This design comes from an exercise in tuning for small area on the open sky130 flow, not from production work.
In this exercise RTL edits were held to simulation tests only and were not proved equivalent to the original.
Power is estimated from default activity; no workload was simulated.

==> flow/design.v <==
module alu (
    input  logic [31:0] a, bm,
    input  logic        inv_b, cin,
    input  logic        m_p, m_c, m_g, m_shr, m_shl, sar, m_bad,
    output logic [31:0] y,
    output logic        n, z, cout
);
    localparam logic [31:0] DEAD = 32'hDEAD_BEEF;
    logic [31:0] b, p, g, sh, x;
    logic [32:0] c;
    always_comb begin
        b = bm ^ {32{inv_b}};
        p = a ^ b;
        g = a & b;
        c[0] = cin;
        for (int i = 0; i < 32; i++) c[i+1] = g[i] | (p[i] & c[i]);
        for (int i = 0; i < 32; i++) x[i] = m_shl ? a[31-i] : a[i];
        sh = 32'($signed({sar & a[31], x}) >>> bm[4:0]);
        for (int i = 0; i < 32; i++)
            y[i] = ((p[i] & m_p) ^ (c[i] & m_c)) | (g[i] & m_g) |
                   (sh[i] & m_shr) | (sh[31-i] & m_shl) |
                   (m_bad & DEAD[i]);
        n = y[31];
        z = (y == 32'd0);
        cout = c[32];
    end
endmodule
module regfile (
    input  logic        clk,
    input  logic        we,
    input  logic [3:0]  rd,
    input  logic [31:0] wd,
    output logic [511:0] dbg
);
    logic [31:0] regs [15:1];
    assign dbg[31:0] = 32'd0;
    genvar gi;
    generate for (gi = 1; gi < 16; gi++) begin : G_REG
        assign dbg[gi*32 +: 32] = regs[gi];
        always_ff @(posedge clk)
            if (we && rd == 4'(gi)) regs[gi] <= wd;
    end endgenerate
endmodule
module sequencer (
    input  logic        clk,
    input  logic [5:0]  ir_opcode,
    input  logic        flag_z, flag_n,
    input  logic [11:0] ui_next,
    input  logic        ui_dispatch,
    input  logic        ui_jam_z,
    input  logic        ui_jam_n,
    input  logic        ui_endi,
    output logic [11:0] upc
);
    logic [11:0] nxt;
    always_comb begin
        nxt = ui_next;
        if (ui_dispatch) nxt[11:6] = ir_opcode;
        if ((ui_jam_z && flag_z) || (ui_jam_n && flag_n)) nxt[0] = 1'b1;
    end
    always_ff @(posedge clk) upc <= ui_endi ? 12'd0 : nxt;
endmodule
module uart (
    input  logic       clk,
    input  logic       rst,
    input  logic       wr,
    input  logic [7:0] mdr_lo,
    output logic [7:0] dout,
    output logic       tx_ready
);
    logic       we;
    logic [7:0] din, tx_reg;
    assign dout = tx_reg;
    assign tx_ready = we;
    always_ff @(posedge clk) begin
        we  <= wr;
        din <= mdr_lo;
    end
    always_ff @(posedge clk or posedge rst) begin
        if (rst) tx_reg <= 8'd0;
        else if (we) tx_reg <= din;
    end
endmodule
module timer (
    input  logic clk,
    input  logic rst,
    output logic irq
);
    localparam logic [16:0] S0 = 17'h10ce3;
    localparam logic [16:0] X  = 17'h02ce3;
    logic [16:0] s;
    assign irq = (s == X);
    always_ff @(posedge clk or posedge rst) begin
        if (rst) s <= S0;
        else s <= {s[15:0], s[16] ^ s[13]} ^ {2'b0, irq, 14'b0};
    end
endmodule
module soc_top (
    input  logic        clk,
    input  logic        rst,
    input  logic [45:0] ui,
    output logic [11:0] upc,
    output logic [31:0] mem_addr,
    output logic        mem_re,
    input  logic [31:0] mem_rdata,
    output logic        mem_we,
    output logic [31:0] mem_wdata,
    output logic        uart_tx_ready,
    output logic [7:0]  uart_tx_data,
    output logic [3:0]  flags,
    output logic        commit_valid,
    output logic [31:0] commit_instr,
    output logic [511:0] regfile_dbg
);
    wire [11:0] ui_next     = ui[11:0];
    wire        ui_jam_z    = ui[12];
    wire        ui_jam_n    = ui[13];
    wire        ui_dispatch = ui[14];
    wire        ui_endi     = ui[15];
    wire [7:0]  ui_alu_op   = ui[23:16];
    wire [3:0]  ui_src_a    = ui[27:24];
    wire [3:0]  ui_src_b    = ui[31:28];
    wire        ui_a_is_rs1 = ui[32];
    wire        ui_b_is_rs2 = ui[33];
    wire        ui_wr_rd    = ui[34];
    wire        ui_wr_pc    = ui[35];
    wire        ui_wr_mar   = ui[36];
    wire        ui_wr_mdr   = ui[37];
    wire        ui_mem_rd   = ui[39];
    wire        ui_mem_wr   = ui[40];
    wire        ui_ir_load  = ui[41];
    wire        ui_pc_inc   = ui[42];
    wire        ui_flags_we = ui[43];
    wire        ui_imm_load = ui[44];
    wire        ui_io_space = ui[45];
    logic [31:0] pc_q, ir_q, mar_q, mdr_q;
    logic [17:0] imm_q;             
    logic        n_q, z_q, c_q;
    logic [31:0] alu_y;
    logic        alu_n, alu_z, alu_c;
    wire [3:0] rd  = ir_q[25:22];
    wire [3:0] rs1 = ir_q[21:18];
    wire [3:0] rs2 = ir_q[17:14];
    wire [31:0] imm = {{14{imm_q[17]}}, imm_q};
    wire op_hi0  = (ui_alu_op[7:4] == 4'd0);
    wire op_pass = op_hi0 && ui_alu_op[3:0] == 4'd0;
    wire op_add  = op_hi0 && ui_alu_op[3:0] == 4'd1;
    wire op_sub  = op_hi0 && ui_alu_op[3:0] == 4'd2;
    wire op_and  = op_hi0 && ui_alu_op[3:0] == 4'd3;
    wire op_or   = op_hi0 && ui_alu_op[3:0] == 4'd4;
    wire op_xor  = op_hi0 && ui_alu_op[3:0] == 4'd5;
    wire op_not  = op_hi0 && ui_alu_op[3:0] == 4'd6;
    wire op_shl  = op_hi0 && ui_alu_op[3:0] == 4'd7;
    wire op_shr  = op_hi0 && ui_alu_op[3:0] == 4'd8;
    wire op_sar  = op_hi0 && ui_alu_op[3:0] == 4'd9;
    wire op_bad  = !(op_pass | op_add | op_sub | op_and | op_or | op_xor |
                     op_not | op_shl | op_shr | op_sar);
    wire keep_b  = op_add | op_sub | op_and | op_or | op_xor | op_shl | op_shr | op_sar;
    wire inv_b   = op_sub | op_not;
    wire [3:0] ia = ui_a_is_rs1 ? rs1 : rs2;
    wire [3:0] ib = ui_b_is_rs2 ? rs2 : rs1;
    logic [15:1] sel_ra, sel_rb;
    always_comb begin
        for (int i = 1; i < 16; i++) begin
            sel_ra[i] = (ui_src_a == 4'd0) && (ia == 4'(i));
            sel_rb[i] = (ui_src_b == 4'd0) && (ib == 4'(i)) && keep_b;
        end
    end
    wire sa_pc  = ui_src_a == 4'd1;
    wire sa_mdr = ui_src_a == 4'd2;
    wire sa_imm = ui_src_a == 4'd3;
    wire sa_mar = ui_src_a == 4'd4;
    wire sa_c1  = ui_src_a == 4'd6;
    wire sa_c4  = ui_src_a == 4'd7;
    wire sb_pc  = ui_src_b == 4'd1 && keep_b;
    wire sb_mdr = ui_src_b == 4'd2 && keep_b;
    wire sb_imm = ui_src_b == 4'd3 && keep_b;
    wire sb_mar = ui_src_b == 4'd4 && keep_b;
    wire sb_c1  = ui_src_b == 4'd6 && keep_b;
    wire sb_c4  = ui_src_b == 4'd7 && keep_b;
    logic [31:0] opa, opb;
    always_comb begin
        opa = ({32{sa_pc}} & pc_q) | ({32{sa_mdr}} & mdr_q) |
              ({32{sa_imm}} & imm) | ({32{sa_mar}} & mar_q) |
              {29'd0, sa_c4, 1'b0, sa_c1};
        opb = ({32{sb_pc}} & pc_q) | ({32{sb_mdr}} & mdr_q) |
              ({32{sb_imm}} & imm) | ({32{sb_mar}} & mar_q) |
              {29'd0, sb_c4, 1'b0, sb_c1};
        for (int i = 1; i < 16; i++) begin
            opa = opa | ({32{sel_ra[i]}} & regfile_dbg[i*32 +: 32]);
            opb = opb | ({32{sel_rb[i]}} & regfile_dbg[i*32 +: 32]);
        end
    end
    alu alu0 (
        .a(opa), .bm(opb),
        .inv_b(inv_b), .cin(op_sub),
        .m_p(op_add | op_sub | op_pass | op_not | op_xor | op_or),
        .m_c(op_add | op_sub),
        .m_g(op_and | op_or),
        .m_shr(op_shr | op_sar),
        .m_shl(op_shl),
        .sar(op_sar),
        .m_bad(op_bad),
        .y(alu_y), .n(alu_n), .z(alu_z), .cout(alu_c)
    );
    regfile rf (
        .clk(clk), .we(ui_wr_rd), .rd(rd), .wd(alu_y),
        .dbg(regfile_dbg)
    );
    always_ff @(posedge clk or posedge rst) begin
        if (rst) begin
            n_q <= 1'b0; z_q <= 1'b0; c_q <= 1'b0;
        end else if (ui_flags_we) begin
            n_q <= alu_n; z_q <= alu_z; c_q <= alu_c && op_add;
        end
    end
    assign flags = {n_q, z_q, c_q, 1'b0};
    always_ff @(posedge clk or posedge rst) begin
        if (rst) pc_q <= 32'd0;
        else if (ui_wr_pc) pc_q <= alu_y;
        else if (ui_pc_inc) pc_q <= {pc_q[31:2] + 30'd1, pc_q[1:0]};
    end
    always_ff @(posedge clk or posedge rst) begin
        if (rst) ir_q <= 32'd0;
        else if (ui_ir_load) ir_q <= mdr_q;
    end
    always_ff @(posedge clk) begin
        if (ui_imm_load || rst) imm_q <= ir_q[17:0];
    end
    sequencer useq (
        .clk(clk), .ir_opcode(ir_q[31:26]), .flag_z(z_q), .flag_n(n_q),
        .ui_next(ui_next), .ui_dispatch(ui_dispatch), .ui_jam_z(ui_jam_z),
        .ui_jam_n(ui_jam_n), .ui_endi(ui_endi), .upc(upc)
    );
    always_ff @(posedge clk) begin
        commit_valid <= ui_endi;
        if (ui_endi || rst) commit_instr <= ir_q;
    end
    always_ff @(posedge clk or posedge rst) begin
        if (rst) mar_q <= 32'd0;
        else if (ui_wr_mar) mar_q <= alu_y;
    end
    wire is_mem   = (mar_q[31:20] == 12'h000);        
    wire is_ram   = is_mem && (mar_q[19:16] != 4'h0);
    wire io_uart  = ui_io_space && (mar_q[31:8] == 24'h100000);
    wire io_timer = ui_io_space && (mar_q[31:8] == 24'h100010);
    logic [7:0] uart_dout;
    logic       timer_irq;
    uart u_uart (
        .clk(clk), .rst(rst), .wr(ui_mem_wr && io_uart), .mdr_lo(mdr_q[7:0]),
        .dout(uart_dout), .tx_ready(uart_tx_ready)
    );
    assign uart_tx_data = uart_dout;
    timer u_tim (.clk(clk), .rst(rst), .irq(timer_irq));
    assign mem_addr  = mar_q;
    assign mem_wdata = mdr_q;
    assign mem_re    = ui_mem_rd && is_mem;
    assign mem_we    = ui_mem_wr && is_ram;
    always_ff @(posedge clk or posedge rst) begin
        if (rst) mdr_q <= 32'd0;
        else if (ui_mem_rd) begin
            if (io_uart)       mdr_q <= {24'd0, uart_dout};
            else if (io_timer) mdr_q <= {31'd0, timer_irq};
            else if (is_mem)   mdr_q <= mem_rdata;
            else               mdr_q <= 32'hDEAD_BEEF;
        end
        else if (ui_wr_mdr) mdr_q <= alu_y;
    end
endmodule
==> flow/run.sh <==
#!/bin/bash
# synth_recipe.tcl (not shown) runs the flow's synth.tcl, then flattens the netlist and writes it again
# the make line also repeats each setting of config.mk as NAME=value (left out here)
make -C /OpenROAD-flow-scripts/flow DESIGN_CONFIG=/design/flow/config.mk WORK_HOME=/design/flow/orfs CLKGATE_MAP_FILE= SYNTH_SCRIPT=/design/flow/synth_recipe.tcl finish
==> flow/config.mk <==
export PLATFORM = sky130hd
export DESIGN_NAME = soc_top
export DESIGN_NICKNAME = soc_top
export VERILOG_FILES = /design/flow/design.v
export SDC_FILE = /design/flow/constraint.sdc
export NUM_CORES = 4
export LEC_CHECK = 0
export CAP_MARGIN = 20
export CORE_MARGIN = 2
export CORE_UTILIZATION = 40
export SLEW_MARGIN = 20
==> flow/constraint.sdc <==
create_clock -name core_clock -period 12.0 [get_ports {clk}]
set_input_delay 2.4000 -clock core_clock [delete_from_list [all_inputs] [get_ports {clk}]]
set_output_delay 2.4000 -clock core_clock [all_outputs]
set_load 0.01 [all_outputs]
==> results of run 1 <==
metal layers:
| metal | GRT usage, % | vias to the layer above | share of wire [%] | wire (microns) |
|---|---|---|---|---|
| met2 | 71.2 | 4312 | 40 | 105000 |
| li1 | - | 15384 | - | - |
| met4 | 31.0 | 48 | 7.9 | 20700 |
| met3 | 24.0 | 1075 | 16 | 43000 |
| met1 | 64.0 | 20464 | 36 | 93600 |
| met5 | 1.42 | - | 0.19 | 501 |
worst paths after layout:
kind / start / endpoint / slack (ns) / cells past startpoint
min reg2reg: u_tim.s[10] / u_tim.s[11] / 0.36 / 0
max reg2reg: ir_q[21] / rf.regs[1][31] / 3.42 / 25
min in group asynchronous: rst / ir_q[10] / 2.34 / 2
min: u_tim.s[10] / u_tim.s[11] / 0.36 / 0
max: ui[33] / rf.regs[1][31] / 1.61 / 28
max in group asynchronous: rst / ir_q[17] / 8.20 / 3
critical path, cell delays in order:
cell and delay (ns):
clkdlybuf4s50_1 0.88, buf_4 0.41, nor3b_1 0.34, o211ai_1 0.25, a211oi_4 0.97, buf_4 0.51
a22oi_1 0.17, nand4_1 0.16, nor3b_1 0.12, xor2_1 0.17, ha_1 0.38, a21o_1 0.17
a21o_1 0.19, a21oi_1 0.46, a21oi_1 0.25, o2111ai_1 0.28, a21oi_1 0.14, o31a_1 0.38
o41a_1 0.40, a31oi_1 0.30, nand2b_1 0.17, a21oi_1 0.14, a21oi_1 0.29, a211oi_1 0.09
nor3_1 0.29, buf_4 0.18, inv_1 0.07, buf_12 0.16
power breakdown:
part / switching [mW] / internal (mW) / total, mW / leakage (nW)
logic: 0.583 / 0.289 / 0.872 / 9.82
registers: 0.146 / 2.71 / 2.86 / 7.04
clock network: 1.07 / 1.32 / 2.39 / 1.18
total: 1.80 / 4.32 / 6.12 / 18.0
per-stage QoR:
stage / worst slack, ns / hold slack, ns / power [mW]
detailed placement: 1.21 / 0.356 / 3.71
CTS: 1.85 / 0.367 / 6.04
global placement: 1.25 / 0.359 / 3.71
finish: 1.61 / 0.363 / 6.12
floorplan: 3.34 / 0.351 / 3.21
global route: 1.54 / 0.369 / 6.19
placed cells by master, fill, tap and decap left out, types with 24 or more instances in the layout:
master | netlist | layout
a21boi_0 | 78 | 78
nand2_1 | 217 | 217
a22o_1 | 70 | 70
o21a_1 | 39 | 39
nor3_1 | 52 | 42
a32oi_1 | 24 | 24
and3_1 | 40 | 39
a221oi_1 | 65 | 62
a221o_1 | 30 | 30
ha_1 | 33 | 33
nand4_1 | 46 | 46
a211oi_1 | 34 | 30
o211ai_1 | 46 | 46
xnor2_1 | 53 | 53
dfrtp_1 | 148 | 148
nor4_1 | 27 | 24
a222oi_1 | 70 | 70
nand3_1 | 114 | 114
inv_1 | 39 | 38
mux2i_1 | 72 | 72
mux2_2 | 75 | 75
nor2b_1 | 26 | 25
nor2_1 | 248 | 232
a21oi_1 | 160 | 155
xor2_1 | 37 | 37
edfxtp_1 | 530 | 530
a21o_1 | 24 | 24
clkdlybuf4s50_1 | 0 | 675
a22oi_1 | 133 | 133
clkbuf_16 | 0 | 77
conb_1 | 1 | 33
buf_4 | 47 | 242
o21ai_0 | 166 | 164
final cells by class:
type                    instances  area (sq um)
diodes                          8          20.0
clock buffers                 104          2090
clock inverters                34           367
fillers                      8609         45800
inverters                      44           170
multi-input cells            2486         17500
flip-flops and latches        708         20300
well taps                    1276          1600
repair buffers                929          8710
logic make-up (layout without fill, tap and decap cells):
kind of cell / Yosys count / count (layout) / share of synthesized area (%)
compound gates: 1208 / 1208 / 23.5
xor+xnor: 90 / 90 / 2.03
fa+ha+maj: 33 / 33 / 1.06
buf+inv: 361 / 1111 / 4.22
flops: 708 / 708 / 52.1
mux: 153 / 153 / 4.27
other cells: 1 / 41 / 0.00964
simple gates: 969 / 969 / 12.9
==> results.yml, run 1 <==
yosys:
  seq_area_frac_synth_pct: 52.1
  synth_area_per_cell_sq_um: 11.0
  netlist_area_sq_um: 38900
  synth-edff-count: 530
  yosysTopAreaCellShare_pct: 40.9
  synth-async-reset-ratio_pct: 22.0
  synthFlopType: "edfxtp_1"
  yosysTopAreaCell: "edfxtp_1"
  synthTopCellsByArea: "edfxtp_1 41%, dfrtp_1 9.5%, a22oi_1 2.6%"
  ys_seq_elements: 708
  synth.most_common_cell: "edfxtp_1"
  synth_cell_types: 118
  netlist_top_cells_count: "530 x edfxtp_1, 248 x nor2_1, 217 x nand2_1"
  synth-warning-count: 7
  synth_cells: 3523
worst_setup_path:
  cp_max_fo: 19
  required_ns: 12.40
  crit_path_end_kind: "flip-flop"
  critPathKind: "primary input to flip-flop"
  cp.arrival_ns: 10.79
  cp-start-kind: "primary input"
global_route:
  grt_pass1_wl_microns: 345000
  grt_start_max_net_pins: 100
  grt-ovfl-total: 0
  grt_usage_pct: 51.1
  antenna_found_initial: 37
  grt_pass1_vias: 37716
run_status:
  status: "complete, no violations"
power:
  vdd_ir_drop_max_v: 0.000102
  power_density_nw_per_um2: 120
  power.leakage_nw: 18.0
clocking:
  clock_tree.buffer_depth: 3
  cts_resized: 0
  h-tree-depth: 3
  cts_setup_buffers: 0
  ctsHoldBuffers: 0
  clk_latency_ns: 0.70
  cts_buffers: 75
  cts-root-buf: "clkbuf_16"
  cts.clk_slew.worst_paths_ns: 0.06
  cts_tree: "built"
  clock_sinks: 708
placement:
  place_congestion: 1.15
  placed_cell_area_sq_um: 48300
  dpl.cell_count: 5440
  io_buffers: 681
  post-dp-hpwl_microns: 194000
sta:
  rsz0062_at_grt: "no"
  timing.setup.tns_ns: 0
  skew_ns: 0.0370
  slew_headroom_pct: 15.7
  finalCritPeriodShare_pct: 86.6
  slew_viol_final: 0
  finalHoldViolations: 0
  finalSetupViolations: 0
  tightest_slew_ns: 1.26
  fmax_ghz: 0.0962
  min_period_ns: 10.39
die:
  dieArea_sq_um: 99800
  ioPinCount: 716
  die_h_microns: 316
  core-area_sq_um: 96600
  fp.dieW_microns: 316
  initial_core_util_pct: 40.3
  std_cell_rows: 114
final_layout:
  postLayoutCoreUtil_pct: 52.6
  largest_register_ffs: 480
  regMostFlops: "rf.regs"
  synthToLayoutAreaGrowth_pct: 30.5
  drive_above_1_share_pct: 13.5
  fin_area_sq_um: 50800
  nNetsFinal: 4357
  fin_cells: 5589
route:
  routedWlPerCell_microns: 47.0
  first_iter_violations: 8779
  drc_errors: 0
  drt_pass1_iterations: 15
  via_per_inst: 7.39
  vias: 41283
  ant_nets: 0
  drt_wl_total_microns: 263000
job:
  max-cap-violations: 0
hold_path:
  hold_path_class: "flip-flop to flip-flop"
==> run 2, diff against run 1 <==
--- a/flow/design.v
+++ b/flow/design.v
@@ -6,25 +6,113 @@
     output logic        n, z, cout
 );
     localparam logic [31:0] DEAD = 32'hDEAD_BEEF;
-    logic [31:0] b, p, g, sh, x;
-    logic [32:0] c;
+    logic [31:0] p, g, c, sh;
+    genvar i;
+    generate for (i = 0; i < 32; i++) begin : G_PG
+        alu_pg u (.a(a[i]), .b(bm[i]), .inv(inv_b), .p(p[i]), .g(g[i]));
+    end endgenerate
+    logic [4:0] bc;
+    assign bc[0] = cin;
+    generate for (i = 0; i < 4; i++) begin : G_BLK
+        logic [7:0] gp, pp;
+        alu_prefix8 u (.p(p[8*i +: 8]), .g(g[8*i +: 8]), .gp(gp), .pp(pp));
+        assign bc[i+1] = gp[7] | (pp[7] & bc[i]);
+        assign c[8*i] = bc[i];
+        for (genvar j = 1; j < 8; j++) begin : G_C
+            assign c[8*i + j] = gp[j-1] | (pp[j-1] & bc[i]);
+        end
+    end endgenerate
+    assign cout = bc[4];
+    alu_shift ush (.a(a), .s(bm[4:0]), .shl(m_shl), .f(sar & a[31]), .y(sh));
+    generate for (i = 0; i < 32; i++) begin : G_Y
+        if (DEAD[i]) begin : G_D
+            alu_res_d u (.p(p[i]), .c(c[i]), .g(g[i]), .sh(sh[i]), .shr(sh[31-i]),
+                         .m_p(m_p), .m_c(m_c), .m_g(m_g), .m_shr(m_shr), .m_shl(m_shl),
+                         .m_bad(m_bad), .y(y[i]));
+        end else begin : G_N
+            alu_res u (.p(p[i]), .c(c[i]), .g(g[i]), .sh(sh[i]), .shr(sh[31-i]),
+                       .m_p(m_p), .m_c(m_c), .m_g(m_g), .m_shr(m_shr), .m_shl(m_shl),
+                       .y(y[i]));
+        end
+    end endgenerate
+    assign n = y[31];
+    assign z = ~|y;
+endmodule
+module alu_pg (
+    input  logic a, b, inv,
+    output logic p, g
+);
+    logic bx;
+    assign bx = b ^ inv;
+    assign p = a ^ bx;
+    assign g = a & bx;
+endmodule
+module alu_prefix8 (
+    input  logic [7:0] p, g,
+    output logic [7:0] gp, pp
+);
     always_comb begin
-        b = bm ^ {32{inv_b}};
-        p = a ^ b;
-        g = a & b;
-        c[0] = cin;
-        for (int i = 0; i < 32; i++) c[i+1] = g[i] | (p[i] & c[i]);
-        for (int i = 0; i < 32; i++) x[i] = m_shl ? a[31-i] : a[i];
-        sh = 32'($signed({sar & a[31], x}) >>> bm[4:0]);
-        for (int i = 0; i < 32; i++)
-            y[i] = ((p[i] & m_p) ^ (c[i] & m_c)) | (g[i] & m_g) |
-                   (sh[i] & m_shr) | (sh[31-i] & m_shl) |
-                   (m_bad & DEAD[i]);
-        n = y[31];
-        z = (y == 32'd0);
-        cout = c[32];
+        gp[0] = g[0];
+        pp[0] = p[0];
+        for (int j = 1; j < 8; j++) begin
+            gp[j] = g[j] | (p[j] & gp[j-1]);
+            pp[j] = p[j] & pp[j-1];
+        end
     end
 endmodule
+module alu_res (
+    input  logic p, c, g, sh, shr,
+    input  logic m_p, m_c, m_g, m_shr, m_shl,
+    output logic y
+);
+    logic s, n1, n2;
+    assign s = p ^ c;
+    aoi222 u1 (s, m_c, p, m_p, g, m_g, n1);
+    assign n2 = ~((sh & m_shr) | (shr & m_shl));
+    assign y = ~(n1 & n2);
+endmodule
+module alu_res_d (
+    input  logic p, c, g, sh, shr,
+    input  logic m_p, m_c, m_g, m_shr, m_shl, m_bad,
+    output logic y
+);
+    logic s, n1, n2;
+    assign s = p ^ c;
+    aoi222 u1 (s, m_c, p, m_p, g, m_g, n1);
+    assign n2 = ~((sh & m_shr) | (shr & m_shl) | m_bad);
+    assign y = ~(n1 & n2);
+endmodule
+module alu_shift (
+    input  logic [31:0] a,
+    input  logic [4:0]  s,
+    input  logic        shl, f,
+    output logic [31:0] y
+);
+    logic [31:0] v [0:5];
+    genvar i, k;
+    generate
+        for (i = 0; i < 32; i++) begin : G_REV
+            mxi u (.a(a[i]), .b(a[31-i]), .s(shl), .y(v[0][i]));    
+        end
+        for (k = 0; k < 5; k++) begin : G_ST
+            wire fk = (k % 2 == 0) ? ~f : f;
+            for (i = 0; i < 32; i++) begin : G_B
+                if (i + (1 << k) < 32) begin : G_D
+                    mxi u (.a(v[k][i]), .b(v[k][i + (1 << k)]), .s(s[k]), .y(v[k+1][i]));
+                end else begin : G_F
+                    mxi u (.a(v[k][i]), .b(fk), .s(s[k]), .y(v[k+1][i]));
+                end
+            end
+        end
+    endgenerate
+    assign y = v[5];
+endmodule
+module mxi (
+    input  logic a, b, s,
+    output logic y
+);
+    assign y = ~(s ? b : a);
+endmodule
 module regfile (
     input  logic        clk,
     input  logic        we,
@@ -41,6 +129,43 @@
             if (we && rd == 4'(gi)) regs[gi] <= wd;
     end endgenerate
 endmodule
+module opsel (
+    input  logic [14:0] r, s,
+    input  logic [3:0]  o, so,
+    output logic        y
+);
+    logic [6:0] n;
+    aoi222 u0 (r[0],  s[0],  r[1],  s[1],  r[2],  s[2],  n[0]);
+    aoi222 u1 (r[3],  s[3],  r[4],  s[4],  r[5],  s[5],  n[1]);
+    aoi222 u2 (r[6],  s[6],  r[7],  s[7],  r[8],  s[8],  n[2]);
+    aoi222 u3 (r[9],  s[9],  r[10], s[10], r[11], s[11], n[3]);
+    aoi222 u4 (r[12], s[12], r[13], s[13], r[14], s[14], n[4]);
+    aoi222 u5 (o[0],  so[0], o[1],  so[1], o[2],  so[2], n[5]);
+    assign n[6] = ~(o[3] & so[3]);
+    assign y = ~&n;
+endmodule
+module opsel_k (
+    input  logic [14:0] r, s,
+    input  logic [3:0]  o, so,
+    input  logic        k,
+    output logic        y
+);
+    logic [6:0] n;
+    aoi222 u0 (r[0],  s[0],  r[1],  s[1],  r[2],  s[2],  n[0]);
+    aoi222 u1 (r[3],  s[3],  r[4],  s[4],  r[5],  s[5],  n[1]);
+    aoi222 u2 (r[6],  s[6],  r[7],  s[7],  r[8],  s[8],  n[2]);
+    aoi222 u3 (r[9],  s[9],  r[10], s[10], r[11], s[11], n[3]);
+    aoi222 u4 (r[12], s[12], r[13], s[13], r[14], s[14], n[4]);
+    aoi222 u5 (o[0],  so[0], o[1],  so[1], o[2],  so[2], n[5]);
+    assign n[6] = ~((o[3] & so[3]) | k);
+    assign y = ~&n;
+endmodule
+module aoi222 (
+    input  logic a1, a2, b1, b2, c1, c2,
+    output logic y
+);
+    assign y = ~((a1 & a2) | (b1 & b2) | (c1 & c2));
+endmodule
 module sequencer (
     input  logic        clk,
     input  logic [5:0]  ir_opcode,
@@ -162,7 +287,7 @@
     logic [15:1] sel_ra, sel_rb;
     always_comb begin
         for (int i = 1; i < 16; i++) begin
-            sel_ra[i] = (ui_src_a == 4'd0) && (ia == 4'(i));
+            sel_ra[i] = (ui_src_a == 4'd0) && (ia == 4'(i)) && !rst;
             sel_rb[i] = (ui_src_b == 4'd0) && (ib == 4'(i)) && keep_b;
         end
     end
@@ -179,22 +304,27 @@
     wire sb_c1  = ui_src_b == 4'd6 && keep_b;
     wire sb_c4  = ui_src_b == 4'd7 && keep_b;
     logic [31:0] opa, opb;
-    always_comb begin
-        opa = ({32{sa_pc}} & pc_q) | ({32{sa_mdr}} & mdr_q) |
-              ({32{sa_imm}} & imm) | ({32{sa_mar}} & mar_q) |
-              {29'd0, sa_c4, 1'b0, sa_c1};
-        opb = ({32{sb_pc}} & pc_q) | ({32{sb_mdr}} & mdr_q) |
-              ({32{sb_imm}} & imm) | ({32{sb_mar}} & mar_q) |
-              {29'd0, sb_c4, 1'b0, sb_c1};
-        for (int i = 1; i < 16; i++) begin
-            opa = opa | ({32{sel_ra[i]}} & regfile_dbg[i*32 +: 32]);
-            opb = opb | ({32{sel_rb[i]}} & regfile_dbg[i*32 +: 32]);
+    wire [3:0] sa_o = {sa_mar, sa_imm, sa_mdr, sa_pc};
+    wire [3:0] sb_o = {sb_mar, sb_imm, sb_mdr, sb_pc};
+    genvar gk, gi;
+    generate for (gk = 0; gk < 32; gk++) begin : G_OP
+        wire [14:0] rbit;
+        for (gi = 0; gi < 15; gi++) begin : G_R
+            assign rbit[gi] = regfile_dbg[(gi+1)*32 + gk];
         end
-    end
+        wire [3:0] obit = {mar_q[gk], imm[gk], mdr_q[gk], pc_q[gk]};
+        if (gk == 0 || gk == 2) begin : G_C
+            opsel_k ua (.r(rbit), .s(sel_ra), .o(obit), .so(sa_o), .k(gk == 0 ? sa_c1 : sa_c4), .y(opa[gk]));
+            opsel_k ub (.r(rbit), .s(sel_rb), .o(obit), .so(sb_o), .k(gk == 0 ? sb_c1 : sb_c4), .y(opb[gk]));
+        end else begin : G_N
+            opsel ua (.r(rbit), .s(sel_ra), .o(obit), .so(sa_o), .y(opa[gk]));
+            opsel ub (.r(rbit), .s(sel_rb), .o(obit), .so(sb_o), .y(opb[gk]));
+        end
+    end endgenerate
     alu alu0 (
         .a(opa), .bm(opb),
         .inv_b(inv_b), .cin(op_sub),
-        .m_p(op_add | op_sub | op_pass | op_not | op_xor | op_or),
+        .m_p(op_pass | op_not | op_xor | op_or),
         .m_c(op_add | op_sub),
         .m_g(op_and | op_or),
         .m_shr(op_shr | op_sar),
@@ -207,11 +337,9 @@
         .clk(clk), .we(ui_wr_rd), .rd(rd), .wd(alu_y),
         .dbg(regfile_dbg)
     );
-    always_ff @(posedge clk or posedge rst) begin
-        if (rst) begin
-            n_q <= 1'b0; z_q <= 1'b0; c_q <= 1'b0;
-        end else if (ui_flags_we) begin
-            n_q <= alu_n; z_q <= alu_z; c_q <= alu_c && op_add;
+    always_ff @(posedge clk) begin
+        if (ui_flags_we || rst) begin
+            n_q <= alu_n; z_q <= alu_z && !rst; c_q <= alu_c && op_add;
         end
     end
     assign flags = {n_q, z_q, c_q, 1'b0};
@@ -236,9 +364,8 @@
         commit_valid <= ui_endi;
         if (ui_endi || rst) commit_instr <= ir_q;
     end
-    always_ff @(posedge clk or posedge rst) begin
-        if (rst) mar_q <= 32'd0;
-        else if (ui_wr_mar) mar_q <= alu_y;
+    always_ff @(posedge clk) begin
+        if (ui_wr_mar || rst) mar_q <= alu_y;
     end
     wire is_mem   = (mar_q[31:20] == 12'h000);        
     wire is_ram   = is_mem && (mar_q[19:16] != 4'h0);
@@ -256,14 +383,13 @@
     assign mem_wdata = mdr_q;
     assign mem_re    = ui_mem_rd && is_mem;
     assign mem_we    = ui_mem_wr && is_ram;
-    always_ff @(posedge clk or posedge rst) begin
-        if (rst) mdr_q <= 32'd0;
-        else if (ui_mem_rd) begin
+    always_ff @(posedge clk) begin
+        if (ui_mem_rd) begin
             if (io_uart)       mdr_q <= {24'd0, uart_dout};
             else if (io_timer) mdr_q <= {31'd0, timer_irq};
             else if (is_mem)   mdr_q <= mem_rdata;
             else               mdr_q <= 32'hDEAD_BEEF;
         end
-        else if (ui_wr_mdr) mdr_q <= alu_y;
+        else if (ui_wr_mdr || rst) mdr_q <= alu_y;
     end
 endmodule
--- a/flow/config.mk
+++ b/flow/config.mk
@@ -9,3 +9,4 @@
 export CORE_MARGIN = 2
 export CORE_UTILIZATION = 40
 export SLEW_MARGIN = 20
+export SYNTH_HIERARCHICAL = 1
==> run 2 against run 1 <==
  * Still clean
  * Area after synthesis shrank 12%
  * First-iteration DRC count shrank 20%
  * Maximum frequency grew 1.3%
  * Hold slack gained 0.0053 ns
  * Clock power grew 8%
  * Global-route usage shrank 13 points
  * Non-clock buffer count shrank 111
  * Combinational power shrank 47%
  * Sequential power shrank 2%
  * Via count shrank 25%
  * Largest cell class unchanged
  * Largest power group unchanged
  * Highest routed layer unchanged
==> results.yml, run 2 <==
yosys:
  netlist_area_sq_um: 34400
  ys_seq_elements: 708
  synth_area_per_cell_sq_um: 13.9
  synthFlopType: "edfxtp_1"
  synth_cells: 2480
  synth-async-reset-ratio_pct: 12.6
  synth-warning-count: 15
  synth.most_common_cell: "edfxtp_1"
  yosysTopAreaCellShare_pct: 52.1
  yosysTopAreaCell: "edfxtp_1"
  seq_area_frac_synth_pct: 59.9
  synth_cell_types: 73
  synthTopCellsByArea: "edfxtp_1 52%, a222oi_1 12%, dfrtp_1 5.9%"
  synth-edff-count: 597
  netlist_top_cells_count: "597 x edfxtp_1, 416 x a222oi_1, 201 x mux2i_1"
worst_setup_path:
  crit_path_end_kind: "flip-flop"
  cp_max_fo: 32
  reg2reg_from: "ir_q[15]"
  critPathKind: "primary input to flip-flop"
  cp.arrival_ns: 10.76
  reg2reg_depth: 24
  r2r_setup_slack_ns: 4.18
  required_ns: 12.50
  cp-start-kind: "primary input"
  timing.rr.end: "z_q"
final_layout:
  regMostFlops: "rf.regs"
  fin_cells: 4481
  nFillCells: 7140
  layout_common_cells: "679 x clkdlybuf4s50_1, 597 x edfxtp_1, 416 x a222oi_1"
  synthToLayoutAreaGrowth_pct: 33.6
  largest_register_ffs: 480
  fin_area_sq_um: 45900
  nNetsFinal: 3379
  seqCellArea_sq_um: 20600
  multi_input_area_sq_um: 13100
  drive_above_1_share_pct: 11.9
  layout_commonest_cell: "clkdlybuf4s50_1"
  postLayoutCoreUtil_pct: 53.9
route:
  via_per_inst: 6.93
  routedWlPerCell_microns: 39.0
  vias: 31034
  first_iter_violations: 7042
  drt_pass1_iterations: 15
  ant_nets: 0
  drt_wl_total_microns: 175000
  drc_errors: 0
sta:
  whs_ns: 0.368
  min_period_ns: 10.26
  timing.setup.tns_ns: 0
  finalCritPeriodShare_pct: 85.5
  slew_viol_final: 0
  skew_ns: 0.0504
  finalHoldViolations: 0
  tightest_slew_ns: 1.12
  fmax_ghz: 0.0974
  rsz0062_at_grt: "no"
  slew_headroom_pct: 25.2
  finalSetupViolations: 0
power:
  vdd_ir_drop_max_v: 0.000115
  power_density_nw_per_um2: 127
  power.leakage_nw: 15.8
clocking:
  h-tree-depth: 3
  cts_setup_buffers: 0
  cts_tree: "built"
  cts_buffers: 80
  cts-root-buf: "clkbuf_16"
  ctsHoldBuffers: 0
  cts_resized: 0
  cts.clk_slew.worst_paths_ns: 0.06
  clock_sinks: 708
  clock_tree.buffer_depth: 3
  clk_latency_ns: 0.66
hold_path:
  hold_path_class: "flip-flop to flip-flop"
  whs_endpoint: "u_tim.s[11]"
  hold_depth: 0
  hp-start: "u_tim.s[10]"
run_status:
  status: "complete, no violations"
global_route:
  grt-ovfl-total: 0
  grt_usage_pct: 37.9
  grt_pass1_vias: 29762
  antenna_found_initial: 19
  grt_start_max_net_pins: 65
  grt_pass1_wl_microns: 237000
die:
  die_h_microns: 297
  initial_core_util_pct: 40.4
  fp.dieW_microns: 297
  std_cell_rows: 107
  core-area_sq_um: 85100
  dieArea_sq_um: 88300
  ioPinCount: 716
placement:
  post-dp-hpwl_microns: 123000
  place_congestion: 1.01
  dpl.cell_count: 4328
  placed_cell_area_sq_um: 43200
  io_buffers: 681
job:
  max-cap-violations: 0
-- run 2: cell types whose count changed in the layout (fill, tap and decap cells not counted), moves of 70 or more --
cell	before	now
a222oi_1	70	416
nor2_1	232	61
a21oi_1	155	15
mux2i_1	72	201
a22oi_1	133	9
o21ai_0	164	43
buf_4	242	123
nand3_1	114	23
a21boi_0	78	0
a22o_1	70	0
-- run 2: power by group --
part           internal (mW)  total, mW  switching [mW]
Clock                   1.49       2.57            1.08
Combinational          0.173      0.458           0.284
Sequential              2.73       2.81          0.0839
Total                   4.39       5.84            1.45
-- run 2: logic make-up (layout without fill, tap and decap cells) --
| logic type | after synthesis | in the layout | synth area share [%] |
|---|---|---|---|
| flip-flops | 708 | 708 | 59.9 |
| AO/OA/AOI/OAI | 626 | 626 | 16.3 |
| AND/OR/NAND/NOR | 619 | 619 | 10.0 |
| multiplexers | 241 | 241 | 7.25 |
| buffers and inverters | 170 | 989 | 3.15 |
| XOR/XNOR | 80 | 80 | 2.04 |
| adder cells (fa/ha/maj) | 34 | 34 | 1.23 |
| other | 2 | 40 | 0.0218 |
-- run 2: layout make-up --
class                           instances  share of cell area [%]
Sequential cell                       708                    44.9
Timing Repair Buffer                  818                    17.4
Tap cell                             1144                    3.12
Clock inverter                         45                    1.27
Clock buffer                          101                    4.64
Antenna cell                            7                  0.0381
Inverter                               25                   0.210
Multi-Input combinational cell       1633                    28.4
-- run 2: through the flow --
stage,power [mW],worst slack [ns]
6_report,5.84,1.74
5_1_grt,5.96,1.54
3_5_place_dp,3.31,1.43
3_3_place_gp,3.30,1.44
4_1_cts,5.83,2.08
2_1_floorplan,3.05,0.912
-- run 2: routing by layer --
| layer | share of wire (%) | track usage, % | vias to the layer above | wire [microns] |
|---|---|---|---|---|
| li1 | - | - | 12329 | - |
| met5 | 0.025 | 0 | - | 44 |
| met2 | 46 | 60.5 | 2646 | 80500 |
| met4 | 5.5 | 17.9 | 6 | 9650 |
| met1 | 35 | 45.9 | 15550 | 60800 |
| met3 | 14 | 13.2 | 503 | 23700 |
-- run 2: how the worst max path moves through the flow --
stage	start	end	slack [ns]
6_report	ui[18]	z_q	1.74
5_1_grt	ui[17]	z_q	1.54
4_1_cts	ui[17]	z_q	2.08
3_5_place_dp	ui[17]	z_q	1.43
3_3_place_gp	ui[17]	z_q	1.44
2_1_floorplan	ui[21]	z_q	0.91
-- run 2: worst max-delay path, stage by stage --
cell and delay (ns):
clkdlybuf4s50_1 0.59, and2_1 0.26, o21ai_0 0.65, nand4b_1 0.60, nor3_2 0.28, buf_4 0.55, a222oi_1 0.22, nand3_1 0.32
a211o_1 0.29, xor2_1 0.18, ha_1 0.31, and3_2 0.27, and4_4 0.20, and3_1 0.17, a21o_1 0.33, a21oi_4 0.47
inv_4 0.14, a21o_1 0.21, xor2_1 0.15, a222oi_1 0.45, nand4b_1 0.14, buf_4 0.23, nor4_1 0.61, nand4_1 0.16
nor2_1 0.33, nor2b_1 0.19
-- run 2: Yosys stat by module, one instance, submodules excluded, excerpt --
module / area [sq um] / cells inside / copies in the design
timer: 512 / 27 / 1
sequencer: 383 / 33 / 1
aoi222: 10.0 / 1 / 416
mxi: 10.0 / 1 / 192
regfile: 14800 / 535 / 1
alu_prefix8: 168 / 25 / 4
opsel_k: 22.5 / 3 / 4
opsel: 18.8 / 3 / 60
alu_shift: 3.75 / 1 / 1
alu: 415 / 66 / 1
uart: 515 / 27 / 1
alu_res: 20.0 / 3 / 8
==> run 3, diff against run 2 <==
==> flow/flow/run.sh (new file) <==
#!/bin/bash
# Own layout flow: the standard flow (standard synthesis unchanged), with
# plain buf_1 cells as the port buffers and a clock tree built from smaller
# clock buffers without dummy loads. make's full output goes to flow_make.log;
# ORFS also keeps each step's log under orfs/logs/.
set -euo pipefail
bash standard.sh \
  "BUFFER_PORTS_ARGS=-buffer_cell sky130_fd_sc_hd__buf_1" \
  "CTS_ARGS=-sink_clustering_enable -repair_clock_nets -dont_use_dummy_load -buf_list {sky130_fd_sc_hd__clkbuf_4 sky130_fd_sc_hd__clkbuf_8}" \
  finish > flow_make.log 2>&1
==> flow/standard.sh (new file) <==
#!/bin/bash
# synth_recipe.tcl (not shown) runs the flow's synth.tcl, then flattens the netlist and writes it again
# the make line also repeats each setting of config.mk as NAME=value (left out here)
make -C /OpenROAD-flow-scripts/flow DESIGN_CONFIG=/design/flow/config.mk WORK_HOME=/design/flow/orfs CLKGATE_MAP_FILE= SYNTH_SCRIPT=/design/flow/synth_recipe.tcl "${@:-finish}"
removed: flow/run.sh
==> run 3 against run 2 <==
  * Core utilization is 6.3 points lower
  * Global-route usage is 0.85 points lower
  * Hold slack worse by 0.030 ns
  * Highest routed layer unchanged
  * First-iteration DRC count is 10% higher
  * Area after synthesis stayed put
  * Die area stayed put
==> results.yml, run 3 <==
run_status:
  status: "complete, no violations"
yosys:
  ys_seq_elements: 708
  netlist_top_cells_count: "597 x edfxtp_1, 416 x a222oi_1, 201 x mux2i_1"
  synth-warning-count: 15
  netlist_area_sq_um: 34400
  synth_cells: 2480
  synth.most_common_cell: "edfxtp_1"
  synth-edff-count: 597
  yosysTopAreaCell: "edfxtp_1"
  synth_area_per_cell_sq_um: 13.9
  synth_cell_types: 73
  yosysTopAreaCellShare_pct: 52.1
  synthTopCellsByArea: "edfxtp_1 52%, a222oi_1 12%, dfrtp_1 5.9%"
  synth-async-reset-ratio_pct: 12.6
  seq_area_frac_synth_pct: 59.9
  synthFlopType: "edfxtp_1"
global_route:
  grt-ovfl-total: 0
  grt_start_max_net_pins: 65
  antenna_found_initial: 18
  grt_usage_pct: 37.0
  grt_pass1_wl_microns: 233000
  grt_pass1_vias: 30148
route:
  first_iter_violations: 7747
  routedWlPerCell_microns: 38.3
  drt_wl_total_microns: 171000
  via_per_inst: 7.09
  drt_pass1_iterations: 15
  drc_errors: 0
  vias: 31667
  ant_nets: 0
sta:
  finalHoldViolations: 0
  rsz0062_at_grt: "no"
  timing.setup.tns_ns: 0
  finalSetupViolations: 0
  slew_headroom_pct: 21.9
  finalCritPeriodShare_pct: 84.5
  min_period_ns: 10.14
  slew_viol_final: 0
  fmax_ghz: 0.0986
  skew_ns: 0.132
  tightest_slew_ns: 1.17
worst_setup_path:
  cp.arrival_ns: 10.68
  crit_path_top_delay_cell: "nor4_1"
  reg2reg_from: "ir_q[18]"
  critPathKind: "primary input to flip-flop"
  critical_path.max_stage_delay_ns: 0.79
  r2r_setup_slack_ns: 3.60
  path_cells: "buf_1 > nor3_1 > o21ai_0 > nand4b_1 > nor3_2 > buf_4 > a222oi_1 > and4_1 > nand4_1 > xor2_1 > ha_1 > and4_4 > and3_1 > a21o_1 > a21oi_4 > o21ai_0 > xor2_1 > a222oi_1 > nand2_1 > nor4_1 > nand4_1 > nor2_1 > nor2b_1"
  cp_max_fo: 27
  crit_path_end_kind: "flip-flop"
  required_ns: 12.53
  reg2reg_depth: 23
  timing.rr.end: "z_q"
  cp-start-kind: "primary input"
placement:
  dpl.cell_count: 4337
  post-dp-hpwl_microns: 120000
  place_congestion: 1.03
  io_buffers: 681
die:
  ioPinCount: 716
  core-area_sq_um: 85100
  initial_core_util_pct: 40.4
  dieArea_sq_um: 88300
  fp.dieW_microns: 297
  std_cell_rows: 107
  die_h_microns: 297
final_layout:
  fin_cells: 4464
  regMostFlops: "rf.regs"
  layout_common_cells: "678 x buf_1, 597 x edfxtp_1, 416 x a222oi_1"
  synthToLayoutAreaGrowth_pct: 17.9
  largest_register_ffs: 480
  drive_above_1_share_pct: 12.1
  nNetsFinal: 3425
  layout_commonest_cell: "buf_1"
job:
  max-cap-violations: 0
clocking:
  ctsHoldBuffers: 0
  cts_resized: 0
  cts-root-buf: "clkbuf_8"
  cts_setup_buffers: 0
  h-tree-depth: 3
  cts.clk_slew.worst_paths_ns: 0.06
  clk_latency_ns: 0.81
  cts_tree: "built"
  clock_tree.buffer_depth: 3
  cts_buffers: 117
  clock_sinks: 708
power:
  power_density_nw_per_um2: 123
  power.leakage_nw: 13.6
  vdd_ir_drop_max_v: 0.0000951
hold_path:
  whs_endpoint: "u_tim.s[5]"
  hold_path_class: "flip-flop to flip-flop"
  hp-start: "u_tim.s[4]"
  hold_depth: 0
## run 3: per-module statistics from Yosys, one instance, submodules excluded, a selection
module / area, sq um / copies in the design / cells inside
regfile: 14800 / 1 / 535
aoi222: 10.0 / 416 / 1
mxi: 10.0 / 192 / 1
alu: 415 / 1 / 66
sequencer: 383 / 1 / 33
soc_top: 8380 / 1 / 707
alu_res: 20.0 / 8 / 3
alu_shift: 3.75 / 1 / 1
opsel: 18.8 / 60 / 3
alu_prefix8: 168 / 4 / 25
alu_res_d: 25.0 / 24 / 4
alu_pg: 21.3 / 32 / 2
timer: 512 / 1 / 27
uart: 515 / 1 / 27
## run 3: kinds of logic (layout without fill, tap and decap cells)
group                    after synthesis  after routing  share of synthesized area, %
AO/OA/AOI/OAI                        626            626                          16.3
XOR/XNOR                              80             80                          2.04
adder cells (fa/ha/maj)               34             34                          1.23
buffers and inverters                170            969                          3.15
flip-flops                           708            708                          59.9
multiplexers                         241            241                          7.25
other                                  2             43                        0.0218
AND/OR/NAND/NOR                      619            619                          10.0
## run 3: area by class of cell
type / instances / area (sq um)
Tap cell: 1144 / 1430
Sequential cell: 708 / 20600
Timing Repair Buffer: 827 / 3680
Multi-Input combinational cell: 1633 / 13100
Antenna cell: 10 / 25.0
Inverter: 25 / 96.3
Clock buffer: 117 / 1610
Fill cell: 7823 / 44600
## run 3: worst max-delay path by stage
stage / slack [ns] / endpoint / cells after the start / from
3_5_place_dp: 1.65 / z_q / 23 / ui[17]
2_1_floorplan: 0.91 / z_q / 15 / ui[21]
3_3_place_gp: 1.89 / z_q / 23 / ui[17]
5_1_grt: 1.97 / z_q / 24 / ui[17]
6_report: 1.86 / z_q / 23 / ui[17]
4_1_cts: 2.39 / z_q / 23 / ui[17]
## run 3: through the flow
step / utilization, % / setup slack, ns / hold WS (ns) / area, sq um / total power, mW
2_1_floorplan: - / 0.912 / 0.346 / 34500 / 3.05
3_3_place_gp: 45.7 / 1.89 / 0.350 / 38900 / 3.22
3_5_place_dp: 45.7 / 1.65 / 0.358 / 38900 / 3.23
4_1_cts: 47.6 / 2.39 / 0.350 / 40500 / 4.96
5_1_grt: 47.6 / 1.97 / 0.342 / 40500 / 5.09
6_report: 47.6 / 1.86 / 0.338 / 40600 / 4.97
## run 3: per-layer routing
| layer | track usage, % | part of all wire [%] |
|---|---|---|
| met1 | 45.5 | 35 |
| met2 | 56.6 | 44 |
| met3 | 13.2 | 15 |
| met4 | 20.9 | 7.3 |
| met5 | 0 | 0.053 |
## run 3: power breakdown
part | total (mW) | internal, mW | switching (mW)
Sequential | 2.81 | 2.73 | 0.0817
Clock | 1.77 | 0.850 | 0.920
Combinational | 0.391 | 0.104 | 0.287
## run 3: critical path: cells and delay by family
family / cells / cell delay, ns
XOR/XNOR: 2 / 0.50
buffers and inverters: 2 / 0.82
adder cells (fa/ha/maj): 1 / 0.34
AND/OR/NAND/NOR: 12 / 4.31
AO/OA/AOI/OAI: 6 / 2.22
==> run 4, diff against run 3 <==
==> flow/flow/run.sh (replaced) <==
#!/bin/bash
# Own layout flow: the standard flow (standard synthesis unchanged), with
# plain buf_1 cells as the port buffers and a clock tree of clkbuf_8 cells
# over clusters of up to 16 sinks, without dummy loads. make's full output
# goes to flow_make.log; ORFS also keeps each step's log under orfs/logs/.
set -euo pipefail
bash standard.sh \
  "BUFFER_PORTS_ARGS=-buffer_cell sky130_fd_sc_hd__buf_1" \
  "CTS_ARGS=-sink_clustering_enable -repair_clock_nets -dont_use_dummy_load -buf_list {sky130_fd_sc_hd__clkbuf_8} -sink_clustering_size 16 -sink_clustering_max_diameter 60" \
  SKIP_REPAIR_TIE_FANOUT=1 \
  finish > flow_make.log 2>&1
--- a/flow/config.mk
+++ b/flow/config.mk
@@ -5,8 +5,8 @@
 export SDC_FILE = /design/flow/constraint.sdc
 export NUM_CORES = 4
 export LEC_CHECK = 0
-export CAP_MARGIN = 20
+export CAP_MARGIN = 10
 export CORE_MARGIN = 2
 export CORE_UTILIZATION = 40
-export SLEW_MARGIN = 20
+export SLEW_MARGIN = 10
 export SYNTH_HIERARCHICAL = 1
==> run 4 against run 3 <==
  * Still clean on timing, DRC and antenna
  * Critical path depth rose by 2
  * Sequential share of layout area increased by 1.1 points
  * Clock skew rose by 0.035 ns
  * Die area unchanged
  * Worst setup slack worse by 0.11 ns
  * Non-clock buffer count down 5
  * Critical endpoint unchanged
==> results.yml, run 4 <==
run_status:
  status: "complete, no violations"
worst_setup_path:
  crit_path_top_delay_cell: "nor3_4"
  cp.arrival_ns: 10.79
  crit_buf_inv: 3
  cp-start-kind: "primary input"
  crit_path_end_kind: "flip-flop"
  critPathKind: "primary input to flip-flop"
  path_depth: 25
  critical_path.max_stage_delay_ns: 0.75
  reg2reg_depth: 21
  required_ns: 12.54
  cp_max_fo: 19
  crit_family: "simple AND/OR/NAND/NOR gates"
clocking:
  cts_resized: 0
  cts.clk_slew.worst_paths_ns: 0.09
  clock_tree.buffer_depth: 3
  ctsHoldBuffers: 0
  clk_latency_ns: 0.81
  cts_tree: "built"
  cts_buffers: 60
  h-tree-depth: 2
  cts_setup_buffers: 0
  cts-root-buf: "clkbuf_8"
  clock_sinks: 708
yosys:
  synthTopCellsByArea: "edfxtp_1 52%, a222oi_1 12%, dfrtp_1 5.9%"
  synth_cells: 2480
  synth.most_common_cell: "edfxtp_1"
  synth-edff-count: 597
  synth_fa_ha_area_share_pct: 1.23
  ys_seq_elements: 708
  netlist_top_cells_count: "597 x edfxtp_1, 416 x a222oi_1, 201 x mux2i_1"
  netlist_area_sq_um: 34400
  synth_top_family_by_area: "compound AO/OA/AOI/OAI gates"
  synth-warning-count: 15
  synth-async-reset-ratio_pct: 12.6
  synthFlopType: "edfxtp_1"
  synth_compound_gate_area_share_pct: 16.3
  yosysTopAreaCellShare_pct: 52.1
  yosysTopAreaCell: "edfxtp_1"
  synth-xor-area-share_pct: 2.04
  synth_area_per_cell_sq_um: 13.9
  seq_area_frac_synth_pct: 59.9
  yosys.area_share.simple_pct: 10.0
  muxShareOfSynthArea_pct: 7.25
  synth_cell_types: 73
global_route:
  grt_usage_pct: 36.9
  antenna_found_initial: 22
  grt-ovfl-total: 0
  grt_pass1_wl_microns: 233000
  grt_start_max_net_pins: 65
  grt_pass1_vias: 29069
route:
  first_iter_violations: 6793
  drc_errors: 0
  routedWlPerCell_microns: 38.9
  drt_wl_total_microns: 170000
  vias: 30732
  via_per_inst: 7.02
  ant_nets: 0
  drt_pass1_iterations: 15
final_layout:
  drive_above_1_share_pct: 10.6
  layout_common_cells: "678 x buf_1, 597 x edfxtp_1, 416 x a222oi_1"
  layout_commonest_cell: "buf_1"
  synthToLayoutAreaGrowth_pct: 15.5
  nFillCells: 7976
  largest_register_ffs: 480
  regMostFlops: "rf.regs"
  nNetsFinal: 3332
sta:
  slew_headroom_pct: 12.7
  finalHoldViolations: 0
  layout_setup_ws_ns: 1.75
  fmax_ghz: 0.0976
  tightest_slew_ns: 1.31
  timing.setup.tns_ns: 0
  slew_viol_final: 0
  finalCritPeriodShare_pct: 85.4
  min_period_ns: 10.25
  finalSetupViolations: 0
  rsz0062_at_grt: "no"
  skew_ns: 0.167
die:
  initial_core_util_pct: 40.4
  fp.dieW_microns: 297
  die_h_microns: 297
  std_cell_rows: 107
  dieArea_sq_um: 88300
  core-area_sq_um: 85100
  ioPinCount: 716
hold_path:
  hold_path_class: "flip-flop to flip-flop"
  hold_depth: 0
power:
  power.leakage_nw: 13.1
  power_density_nw_per_um2: 112
  vdd_ir_drop_max_v: 0.000104
placement:
  io_buffers: 681
  post-dp-hpwl_microns: 121000
  pre_cts_slack_ns: 1.41
  place_congestion: 1.04
job:
  max-cap-violations: 0
[run 4: cell types whose count changed in the layout (fill, tap and decap cells not counted), moves of 3 or more]
cell	before	now
buf_12	2	5
buf_4	144	136
clkbuf_8	117	60
conb_1	33	2
diode_2	10	14
nor2_2	21	11
nor2_4	17	27
[run 4: cell type report]
| type | count | area (sq um) | area share, % |
|---|---|---|---|
| clock buffer | 60 | 826 | 2.08 |
| timing repair buffer | 822 | 3680 | 9.27 |
| multi-input combinational | 1602 | 13100 | 32.9 |
| tap | 1144 | 1430 | 3.60 |
| antenna | 14 | 35.0 | 0.0882 |
| sequential | 708 | 20600 | 51.9 |
| inverter | 25 | 96.3 | 0.243 |
[run 4: report_power, final]
| part | internal [mW] | switching, mW |
|---|---|---|
| combinational | 0.104 | 0.287 |
| sequential | 2.72 | 0.0775 |
| clock | 0.443 | 0.814 |
| total | 3.27 | 1.18 |
[run 4: layer usage]
metal	GRT usage [%]	up-vias	routed length (microns)
met5	0	-	57
met4	16.3	10	9290
met3	12.9	469	23600
met2	58.9	2663	77900
met1	45.3	15389	59200
li1	-	12201	-
[run 4: path summary, 6_finish.rpt]
check / start / endpoint / slack (ns)
setup / recovery: ui[21] / z_q / 1.75
hold / removal: u_tim.s[0] / u_tim.s[1] / 0.38
setup reg to reg: ir_q[14] / z_q / 3.69
hold reg to reg: u_tim.s[0] / u_tim.s[1] / 0.38
max in group asynchronous: rst / pc_q[4] / 8.94
min in group asynchronous: rst / u_uart.tx_reg[2] / 1.75
[run 4: logic make-up (layout without fill, tap and decap cells)]
logic type	after synthesis	in the layout
AO/OA/AOI/OAI	626	626
XOR/XNOR	80	80
adder cells (fa/ha/maj)	34	34
buffers and inverters	170	907
flip-flops	708	708
multiplexers	241	241
other	2	16
AND/OR/NAND/NOR	619	619
[run 4: metrics by stage]
step           total power [mW]  std cells  util (%)  area (sq um)  hold slack, ns
2_1_floorplan              3.05       2480         -         34400           0.346
3_3_place_gp               3.22       4301      45.6         38900           0.353
3_5_place_dp               3.23       4301      45.6         38900           0.355
4_1_cts                    4.44       4361      46.6         39700           0.373
5_1_grt                    4.55       4370      46.6         39700           0.373
6_report                   4.45       4375      46.7         39700           0.377
[run 4: modules after synthesis, one instance, submodules excluded]
| module | copies in the design | cells | flops+latches | area, sq um |
|---|---|---|---|---|
| regfile | 1 | 535 | 480 | 14800 |
| aoi222 | 416 | 1 | 0 | 10.0 |
| mxi | 192 | 1 | 0 | 10.0 |
| alu_shift | 1 | 1 | 0 | 3.75 |
| uart | 1 | 27 | 17 | 515 |
| soc_top | 1 | 707 | 182 | 8380 |
| opsel | 60 | 3 | 0 | 18.8 |
| alu_res | 8 | 3 | 0 | 20.0 |
| alu_pg | 32 | 2 | 0 | 21.3 |
| alu_prefix8 | 4 | 25 | 0 | 168 |
| alu | 1 | 66 | 0 | 415 |
| timer | 1 | 27 | 17 | 512 |
| opsel_k | 4 | 3 | 0 | 22.5 |
| sequencer | 1 | 33 | 12 | 383 |
| alu_res_d | 24 | 4 | 0 | 25.0 |
==> run 5, diff against run 4 <==
--- a/flow/design.v
+++ b/flow/design.v
@@ -8,21 +8,7 @@
     localparam logic [31:0] DEAD = 32'hDEAD_BEEF;
     logic [31:0] p, g, c, sh;
     genvar i;
-    generate for (i = 0; i < 32; i++) begin : G_PG
-        alu_pg u (.a(a[i]), .b(bm[i]), .inv(inv_b), .p(p[i]), .g(g[i]));
-    end endgenerate
-    logic [4:0] bc;
-    assign bc[0] = cin;
-    generate for (i = 0; i < 4; i++) begin : G_BLK
-        logic [7:0] gp, pp;
-        alu_prefix8 u (.p(p[8*i +: 8]), .g(g[8*i +: 8]), .gp(gp), .pp(pp));
-        assign bc[i+1] = gp[7] | (pp[7] & bc[i]);
-        assign c[8*i] = bc[i];
-        for (genvar j = 1; j < 8; j++) begin : G_C
-            assign c[8*i + j] = gp[j-1] | (pp[j-1] & bc[i]);
-        end
-    end endgenerate
-    assign cout = bc[4];
+    alu_add uadd (.a(a), .bm(bm), .inv(inv_b), .cin(cin), .p(p), .g(g), .c(c), .cout(cout));
     alu_shift ush (.a(a), .s(bm[4:0]), .shl(m_shl), .f(sar & a[31]), .y(sh));
     generate for (i = 0; i < 32; i++) begin : G_Y
         if (DEAD[i]) begin : G_D
@@ -38,26 +24,33 @@
     assign n = y[31];
     assign z = ~|y;
 endmodule
-module alu_pg (
-    input  logic a, b, inv,
-    output logic p, g
-);
-    logic bx;
-    assign bx = b ^ inv;
-    assign p = a ^ bx;
-    assign g = a & bx;
-endmodule
-module alu_prefix8 (
-    input  logic [7:0] p, g,
-    output logic [7:0] gp, pp
+module alu_add (
+    input  logic [31:0] a, bm,
+    input  logic        inv, cin,
+    output logic [31:0] p, g, c,
+    output logic        cout
 );
+    logic [31:0] bx;
+    logic [4:0]  bc;
+    logic [7:0]  gp [0:3];
+    logic [7:0]  pp [0:3];
     always_comb begin
-        gp[0] = g[0];
-        pp[0] = p[0];
-        for (int j = 1; j < 8; j++) begin
-            gp[j] = g[j] | (p[j] & gp[j-1]);
-            pp[j] = p[j] & pp[j-1];
+        bx = bm ^ {32{inv}};
+        p = a ^ bx;
+        g = a & bx;
+        bc[0] = cin;
+        for (int i = 0; i < 4; i++) begin
+            gp[i][0] = g[8*i];
+            pp[i][0] = p[8*i];
+            for (int j = 1; j < 8; j++) begin
+                gp[i][j] = g[8*i+j] | (p[8*i+j] & gp[i][j-1]);
+                pp[i][j] = p[8*i+j] & pp[i][j-1];
+            end
+            bc[i+1] = gp[i][7] | (pp[i][7] & bc[i]);
+            c[8*i] = bc[i];
+            for (int j = 1; j < 8; j++) c[8*i+j] = gp[i][j-1] | (pp[i][j-1] & bc[i]);
         end
+        cout = bc[4];
     end
 endmodule
 module alu_res (
==> flow/flow/run.sh (replaced) <==
#!/bin/bash
# Own layout flow: the standard flow (standard synthesis unchanged), with
# plain buf_1 cells as the port buffers and a clock tree of clkbuf_8 cells
# over clusters of up to 14 sinks, without dummy loads. make's full output
# goes to flow_make.log; ORFS also keeps each step's log under orfs/logs/.
set -euo pipefail
bash standard.sh \
  "BUFFER_PORTS_ARGS=-buffer_cell sky130_fd_sc_hd__buf_1" \
  "CTS_ARGS=-sink_clustering_enable -repair_clock_nets -dont_use_dummy_load -buf_list {sky130_fd_sc_hd__clkbuf_8} -sink_clustering_size 14 -sink_clustering_max_diameter 60" \
  SKIP_REPAIR_TIE_FANOUT=1 \
  finish > flow_make.log 2>&1
==> run 5 against run 4 <==
  * Still clean on timing, DRC and antenna
  * Maximum frequency is 6.1% higher
  * Cell area is 0.80% lower
  * Cell count is 0.98% lower
  * Total power is 2.2% higher
  * Hold slack worse by 0.033 ns
  * Clock power is 8% higher
  * Clock skew is 0.070 ns lower
  * Worst setup slack better by 0.59 ns
  * Via count is 1.1% lower
  * Combinational power hardly changed
  * Synthesized cell count is 1.7% lower
  * Non-clock buffer count is 13 lower
  * Critical endpoint unchanged
  * Largest cell class unchanged
  * Largest power group unchanged
==> results.yml, run 5 <==
run_status:
  status: "complete, no violations"
yosys:
  synthTopCellsByArea: "edfxtp_1 53%, a222oi_1 12%, dfrtp_1 5.9%"
  synth_cell_types: 78
  netlist_area_sq_um: 34100
  yosysTopAreaCell: "edfxtp_1"
  yosysTopAreaCellShare_pct: 52.6
  synth-warning-count: 17
  synth-edff-count: 597
  synth-async-reset-ratio_pct: 12.6
  synth_area_per_cell_sq_um: 14.0
  ys_seq_elements: 708
  synth_cells: 2438
  seq_area_frac_synth_pct: 60.5
  synthFlopType: "edfxtp_1"
  synth.most_common_cell: "edfxtp_1"
  netlist_top_cells_count: "597 x edfxtp_1, 416 x a222oi_1, 202 x mux2i_1"
route:
  vias: 30404
  ant_nets: 0
  routedWlPerCell_microns: 38.5
  first_iter_violations: 6602
  drt_pass1_iterations: 14
  drc_errors: 0
  via_per_inst: 7.02
  drt_wl_total_microns: 167000
placement:
  io_buffers: 681
  placed_cell_area_sq_um: 38400
  place_congestion: 0.995
  post-dp-hpwl_microns: 118000
power:
  p_clk_share_pct: 29.8
  switchingPower_mw: 1.20
  vdd_ir_drop_max_v: 0.0000968
  power.leakage_nw: 12.8
  power_density_nw_per_um2: 115
  comb_power_share_pct: 8.6
  swShare_pct: 26.3
  cell_internal_pwr_mw: 3.35
  seq_power_share_pct: 61.6
clocking:
  clk_latency_ns: 0.71
  cts_buffers: 70
  ctsHoldBuffers: 0
  cts_resized: 0
  cts_setup_buffers: 0
  cts_tree: "built"
  cts-root-buf: "clkbuf_8"
  clock_tree.buffer_depth: 3
  clock_sinks: 708
  h-tree-depth: 3
  cts.clk_slew.worst_paths_ns: 0.09
sta:
  finalHoldViolations: 0
  slew_headroom_pct: 22.0
  slew_viol_final: 0
  finalCritPeriodShare_pct: 80.5
  rsz0062_at_grt: "no"
  min_period_ns: 9.66
  finalSetupViolations: 0
  fmax_ghz: 0.103
  skew_ns: 0.0971
  tightest_slew_ns: 1.16
  timing.setup.tns_ns: 0
die:
  ioPinCount: 716
  initial_core_util_pct: 40.2
  core-area_sq_um: 84700
  std_cell_rows: 107
  die_h_microns: 296
  dieArea_sq_um: 87600
  fp.dieW_microns: 296
worst_setup_path:
  path_depth: 25
  r2r_setup_slack_ns: 4.41
  cp-start-kind: "primary input"
  cp_max_fo: 19
  cp.arrival_ns: 10.18
  cp-endpoint: "z_q"
  timing.rr.end: "z_q"
  reg2reg_from: "ir_q[15]"
  startpoint: "ui[21]"
  required_ns: 12.52
  crit_path_top_delay_cell: "nor3_2"
  critical_path.max_stage_delay_ns: 0.78
  critPathKind: "primary input to flip-flop"
  crit_buf_inv: 3
  reg2reg_depth: 21
  crit_path_end_kind: "flip-flop"
  crit_family: "simple AND/OR/NAND/NOR gates"
global_route:
  grt_pass1_wl_microns: 225000
  grt_pass1_vias: 28697
  grt_start_max_net_pins: 65
  antenna_found_initial: 19
  grt-ovfl-total: 0
  grt_usage_pct: 36.6
final_layout:
  regMostFlops: "rf.regs"
  layout_common_cells: "679 x buf_1, 597 x edfxtp_1, 416 x a222oi_1"
  drive_above_1_share_pct: 10.4
  nNetsFinal: 3295
  fin_area_sq_um: 39400
  nFillCells: 7770
  layout_commonest_cell: "buf_1"
  largest_register_ffs: 480
  synthToLayoutAreaGrowth_pct: 15.6
hold_path:
  hold_path_class: "flip-flop to flip-flop"
job:
  max-cap-violations: 0
## run 5: kinds of logic (layout without fill, tap and decap cells)
kind of cell | count (synthesis) | count (layout) | share of synthesized area, %
flip-flops | 708 | 708 | 60.5
buffers and inverters | 164 | 906 | 3.04
multiplexers | 241 | 241 | 7.31
other | 2 | 10 | 0.0220
XOR/XNOR | 76 | 76 | 1.95
AO/OA/AOI/OAI | 593 | 593 | 15.9
adder cells (fa/ha/maj) | 34 | 34 | 1.24
AND/OR/NAND/NOR | 620 | 620 | 10.1
## run 5: per-stage QoR
step | hold slack, ns | total power [mW] | utilization, % | setup WS (ns) | instances
finish | 0.344 | 4.55 | 46.5 | 2.34 | 4332
global route | 0.357 | 4.66 | 46.5 | 2.09 | 4327
CTS | 0.347 | 4.54 | 46.5 | 2.48 | 4324
detailed placement | 0.361 | 3.23 | 45.3 | 1.81 | 4254
global placement | 0.350 | 3.22 | 45.3 | 1.79 | 4254
floorplan | 0.346 | 3.05 | - | 1.55 | 2438
## run 5: layer usage
layer | wire length, microns | global-route usage, % | up-vias
met5 | 86 | 0 | -
met4 | 10300 | 16.9 | 12
met3 | 22100 | 11.6 | 544
met2 | 76500 | 58.9 | 2530
met1 | 57800 | 45.0 | 15242
li1 | - | - | 12076
## run 5: worst min path at each step
stage                     start           to  slack, ns  depth (start not counted)
finish              u_tim.s[10]  u_tim.s[11]       0.34                          0
global route        u_tim.s[10]  u_tim.s[11]       0.36                          0
CTS                 u_tim.s[10]  u_tim.s[11]       0.35                          0
detailed placement   u_tim.s[0]   u_tim.s[1]       0.36                          0
global placement     u_tim.s[4]   u_tim.s[5]       0.35                          0
floorplan            u_tim.s[3]   u_tim.s[4]       0.35                          0
## run 5: final cells by class
type	count	area [sq um]	share of cell area, %
clock buffer	70	963	2.44
inverter	27	101	0.257
multi-input combinational	1566	12700	32.3
timing repair buffer	809	3560	9.03
tap	1144	1430	3.63
antenna	8	20.0	0.0508
sequential	708	20600	52.3
## run 5: power groups by stage
stage               Clock (mW)  Combinational [mW]  Sequential [mW]
floorplan                    0               0.209             2.84
global placement             0               0.374             2.85
detailed placement           0               0.379             2.85
CTS                       1.36               0.380             2.80
global route              1.44               0.409             2.81
finish                    1.36               0.390             2.80
## run 5: Yosys stat by module, one instance, submodules excluded, excerpt
module / cells / times used / cell area, sq um
alu_shift: 1 / 1 / 3.75
sequencer: 33 / 1 / 383
alu_add: 177 / 1 / 1360
regfile: 535 / 1 / 14800
aoi222: 1 / 416 / 10.0
alu: 13 / 1 / 86.3
uart: 27 / 1 / 515
opsel: 3 / 60 / 18.8

[afterwards: timing with drivers on the ports]
The results above use ideal ports. As a check the final layouts listed here were re-extracted and re-timed, cells and wires unchanged. Step 1 (the two cells are an assumption about what drives the block):
set clk [get_ports {clk}]
set_driving_cell -lib_cell sky130_fd_sc_hd__clkbuf_16 $clk
set_driving_cell -lib_cell sky130_fd_sc_hd__buf_2 [delete_from_list [all_inputs] $clk]
Step 2, shift: input delay + t, output delay - t, t = (earliest + latest rising clock arrival at the registers) / 2. This alone moves slack from input paths to output paths. Slacks: no drivers / after step 1 / after step 2; pairs: no drivers / after step 1.
| run | shift t [ns] | setup WS [ns] | latest minus earliest clock arrival (ns) | worst register clock-pin slew, ns |
|---|---|---|---|---|
| run 1 | 0.762 | 1.608 / 1.646 / 0.885 | 0.037 / 0.037 | 0.08 / 0.08 |
| run 2 | 0.709 | 1.738 / 1.768 / 1.059 | 0.051 / 0.050 | 0.07 / 0.07 |
| run 3 | 0.811 | 1.856 / 1.875 / 1.063 | 0.132 / 0.133 | 0.07 / 0.07 |
| run 4 | 0.797 | 1.751 / 1.791 / 0.994 | 0.167 / 0.167 | 0.11 / 0.11 |
| run 5 | 0.734 | 2.338 / 2.370 / 1.637 | 0.097 / 0.097 | 0.10 / 0.10 |
After both steps every run listed still meets setup and hold. The setup slack of run 3, which loses most, moves by +0.019 ns with the drivers and by -0.793 ns with both steps.
